Background: an optimization exercise with open tools, aiming at small area and a short achievable clock period. Do not read the settings as production practice.
In this exercise RTL edits were held to simulation tests only and were not proved equivalent to the original.
No activity file was given, so power comes from the tool's default toggle rates.

// neural_network
module neural_network (
    input wire clk,
    input wire reset,
    input wire changes,
    input wire [1:0] selector_output,
    input wire [7:0] data_in,
    output wire [7:0] network_outputs
);
Size in the first run: ~2000 cells after synthesis, roughly 240 flip-flops, roughly 21 I/O pins, ~20000 µm² of cells after synthesis.
Settings: LEC_CHECK=0, CAP_MARGIN=20, CORE_MARGIN=2, CORE_UTILIZATION=40, SETUP_SLACK_MARGIN=3.4, SLEW_MARGIN=20, SYNTH_HIERARCHICAL=1; clock period 9.0 ns.
run.sh (not shown) runs the stock make flow with config.mk's settings and CLKGATE_MAP_FILE= SYNTH_SCRIPT=/design/flow/synth_recipe.tcl, a recipe that flattens the netlist after the stock synthesis.
==> next run, changes <==
SETUP_SLACK_MARGIN = 4.5   (was 3.4)
The changed run completed without violations.
Design area came out higher by about 9%.
Setup slack gains 0.14 ns.
Clock skew came out lower by 0.021 ns.
Sequential cell count stays the same.
==> next run, changes <==
SETUP_SLACK_MARGIN = 3.5   (was 4.5)
Outcome: Global-route usage decreases by 3.1 points; setup slack degrades by 0.066 ns; core utilization went down by 3.3 points; power goes down by 4.7%; area after synthesis does not change; via count is lower by 2.9%.
==> next run, changes <==
SETUP_SLACK_MARGIN = 3.75   (was 3.5)
Result:
- final cell count increases by 1.1%
- non-clock buffer count rises by 26
- total power went up by 11%

Setup of v7:
Starting RTL as in the previous note.
==> flow/config.mk <==
export PLATFORM = sky130hd
export DESIGN_NAME = neural_network
export DESIGN_NICKNAME = neural_network
export VERILOG_FILES = /design/flow/design.v
export SDC_FILE = /design/flow/constraint.sdc
export NUM_CORES = 4
export LEC_CHECK = 0
export CAP_MARGIN = 20
export CORE_MARGIN = 2
export CORE_UTILIZATION = 40
export PLACE_DENSITY = 0.7
export SETUP_SLACK_MARGIN = 3.25
export SLEW_MARGIN = 20
export SYNTH_HIERARCHICAL = 1
==> flow/constraint.sdc <==
create_clock -name core_clock -period 9.0 [get_ports {clk}]
set_input_delay 1.8000 -clock core_clock [delete_from_list [all_inputs] [get_ports {clk}]]
set_output_delay 1.8000 -clock core_clock [all_outputs]
set_load 0.01 [all_outputs]
Edits applied to the flow inputs when going from v7 to v44:
Settings: changing SETUP_SLACK_MARGIN from 3.25 to 3; removing PLACE_DENSITY (formerly 0.7).
## What came out
The clock group share of total power reported for v44 is smaller than that of v7 by 0.9 points. v44 — arrival time reported for the critical path endpoint 0.08 ns higher, v7 as reference. Between v44 and v7, it is v44 whose design area is lower, by 2.6%. Run comparison: v7 end point of the critical path shift_reg_inst.x3[1]; v44 end point of the critical path shift_reg_inst.x3[5]. Per the comparison of v44 with v7, area growth from synthesis to final layout decreased by 2.9 points relative to the old numbers, sequential share of layout area went up, netlist area before placement barely changed. Setup slack: v44 vs v7 down 0.11 ns.
### v44 -> v58
Settings: swapping 3 for 3.25 in SETUP_SLACK_MARGIN.
==> comparison <==
Re number of resized instances in the post-cts repair step: v58 and v44 aren't equal, and the lower value belongs to v44. On logic depth of the worst register-to-register path, the higher figure sits with v44, not v58. Side by side, part of the power in combinational logic turned out higher in v58 than in v44. Compared v44 against v58; met1 wire length within noise. As far as global-route wire length before repair is concerned, v58 and v44 perform about the same. Compared with v44, in v58 data arrival time of the critical path lower, power higher, final routed wirelength across all metal layers higher, worst hold slack roughly the same.
[inputs] v51 vs v58
Settings: CTS_CLUSTER_SIZE: unset -> 30; SETUP_SLACK_MARGIN: 3.25 -> 3.5; CTS_CLUSTER_DIAMETER: unset -> 80.
--- outcome ---
v51 finished all stages; the layout is clean. Area: v51 vs v58 -> v51 larger. Relative to v58, the fill cell total of the finished layout of v51 is lower by 124. Lower total area of multi-input combinational cells among v58 and v51: v58. On clock group share of total power: between v58 and v51, it ends up higher for v58. Post-synthesis share of cell area spent on xor and xnor gates essentially unchanged between v51 and v58. Measured against each other, v58 and v51 differ in arrival time of data at the critical path endpoint, the lower figure coming from v51. Looking only at area added between synthesis and finish, and setting everything else aside, the higher value of v58 and v51 goes to v51. Measured against each other, v58 and v51 differ in global-route wire length before repair, the higher figure coming from v51.
Modified inputs, v33 compared to v51
Settings: swapping 3.5 for 4.5 in SETUP_SLACK_MARGIN; swapping 80 for 100 in CTS_CLUSTER_DIAMETER; swapping 30 for 40 in CTS_CLUSTER_SIZE.
Findings:
Cmp v33 vs v51: clock network fraction of total power lower in v33. v33: routed wire length is about 6% higher than what v51 reported. Per the comparison of v33 with v51, number of logic stages on the critical path including buffering now sits lower; final setup skew now sits higher; maximum number of pins on one net before global-route repair now sits lower.
Changes in v6 relative to v33:
Settings: a change of SETUP_SLACK_MARGIN from 4.5 to 3.25; a deleted CTS_CLUSTER_SIZE that had been 40; a deleted CTS_CLUSTER_DIAMETER that had been 100; an added PLACE_DENSITY of 0.8.
==> results.txt <==
v6 has final critical path time including I/O delays and setup above what v33 had.
| relative contribution of the clock network to total power | lower: v33 |
| remaining number of nets flagged by the antenna check after routing | v33 vs v6 | ≈ equal |
Total power: v6 above v33
Area after synthesis came out exactly the same in v6 and v33.
Looking at fraction of area in clock buffers and inverters, v6 sits 1.6 points higher than v33 does.

Setup of run 1:
Another version of the RTL of neural_network (not shown whole).
Size: about 21 I/O pins, roughly 21,000 um2 of cells after synthesis.
make LEC_CHECK=0 CAP_MARGIN=20 CORE_MARGIN=2 CORE_UTILIZATION=40 SETUP_SLACK_MARGIN=5 SLEW_MARGIN=20 SYNTH_HIERARCHICAL=1 finish   # period 9.0 ns
No stage failed in run 1, and the final checks on the layout all came back clean.
#### Input delta (run 2 over run 1)
- SETUP_SLACK_MARGIN changed from 5 to 4
Compared to run 1, run 2 has met3 demand-to-capacity share in global routing 2.2 points lower.
Run 2 — final routed wirelength across all metal layers about 4% lower, run 1 as reference
Met1 usage delta for run 2 relative to run 1: 2.4 points higher
Going from run 1 to run 2, the required time at the worst-slack endpoint was found to have gone down by 0.05 ns.
Run 2 vs. run 1: critical-path maximum fanout now sits lower, total via count after detailed routing dropped 355, area used by sequential logic in the layout decreased 16 um2, fmax went down 2.9 MHz, minimum setup slack in the final design moved down.
| number of search-and-repair iterations in the first detailed-routing pass | run 2 vs run 1 | 3 lower |
Compared with run 1, run 2 shows critical path data arrival time higher by 0.03 ns.
The inputs of run 3 differ from those of run 2 as listed below.
- SETUP_SLACK_MARGIN changed from 4 to 4.5
[summary]
Run 3 against run 2: global routing usage on met2 +1.4 points, non-clock buffer share of cell area ~0 delta, maximum vdd ir drop +about 20%.
Run 3 against run 2: overall power of the completed layout increased by 0.057 mW relative to the old numbers; reported combinational group power went up by about 2%; clock network power share higher; minimum clock period decreased by 0.083 ns relative to the old numbers.
Run 3 completed every stage of the flow, and the final layout passed the timing, design-rule and antenna checks.
Count of clock-buffer cells in the layout, run 3 vs run 2: down by a few percent
The following lists how run 4 was set up differently from run 3:
- CTS_BUF_LIST: unset -> sky130_fd_sc_hd__clkbuf_4 sky130_fd_sc_hd__clkbuf_8
### Flow results
- Run 4 vs run 3: delay of the slowest cell on the worst path down
- Global-route wire length before repair in run 4 is about 0.6% below run 3.
- In the tables for run 4 and run 3, depth of the CTS H-tree reads lower with run 3.
- From run 3 to run 4 the numbers moved as follows: highest attainable clock frequency shows a reduction of 2.2%; cell leakage power shows an increase of about 0.4%.
- When run 4 is measured against run 3, its clock power share turns out 0.8 points lower.
- Summary: with run 3 as the reference, total wirelength of the detailed-routed design in run 4 moved down slightly.

## afterwards: timing with drivers on the ports
The flow's constraints put no driver on any port. The routed layouts listed below were extracted and timed again, unchanged, in two steps.
Step 1 sets driving cells, clkbuf_16 on the clock port and buf_2 on the other inputs (assumed; they add their load-dependent delay and slew).
Step 2 moves the port delays by t, midway between the first and last clock arrival at a register: inputs arrive t later, outputs are due t later. That takes back most of the time a late clock gives input paths.
Three values: ideal, step 1, step 2; two values: the first two.
run	t (ns)	slack for setup (ns)	latest minus earliest clock arrival (ns)
the first run of note 1	0.625	3.520 / 3.520 / 3.520	0.041 / 0.041
the second run of note 1	0.627	3.661 / 3.661 / 3.661	0.020 / 0.020
the third run of note 1	0.627	3.594 / 3.594 / 3.594	0.041 / 0.041
the fourth run of note 1	0.633	3.549 / 3.549 / 3.549	0.016 / 0.016
v7	0.611	3.348 / 3.348 / 3.348	0.013 / 0.013
v44	0.623	3.234 / 3.234 / 3.234	0.039 / 0.040
v58	0.622	3.443 / 3.443 / 3.443	0.035 / 0.036
v51	0.593	3.586 / 3.586 / 3.586	0.046 / 0.045
v33	0.584	3.670 / 3.670 / 3.670	0.038 / 0.038
v6	0.605	3.387 / 3.387 / 3.387	0.012 / 0.012
run 1	0.641	3.712 / 3.712 / 3.712	0.017 / 0.018
run 2	0.634	3.629 / 3.629 / 3.629	0.015 / 0.014
run 3	0.641	3.712 / 3.712 / 3.712	0.017 / 0.018
run 4	0.694	3.593 / 3.593 / 3.593	0.044 / 0.044
After both steps setup and hold are still met in every run listed.
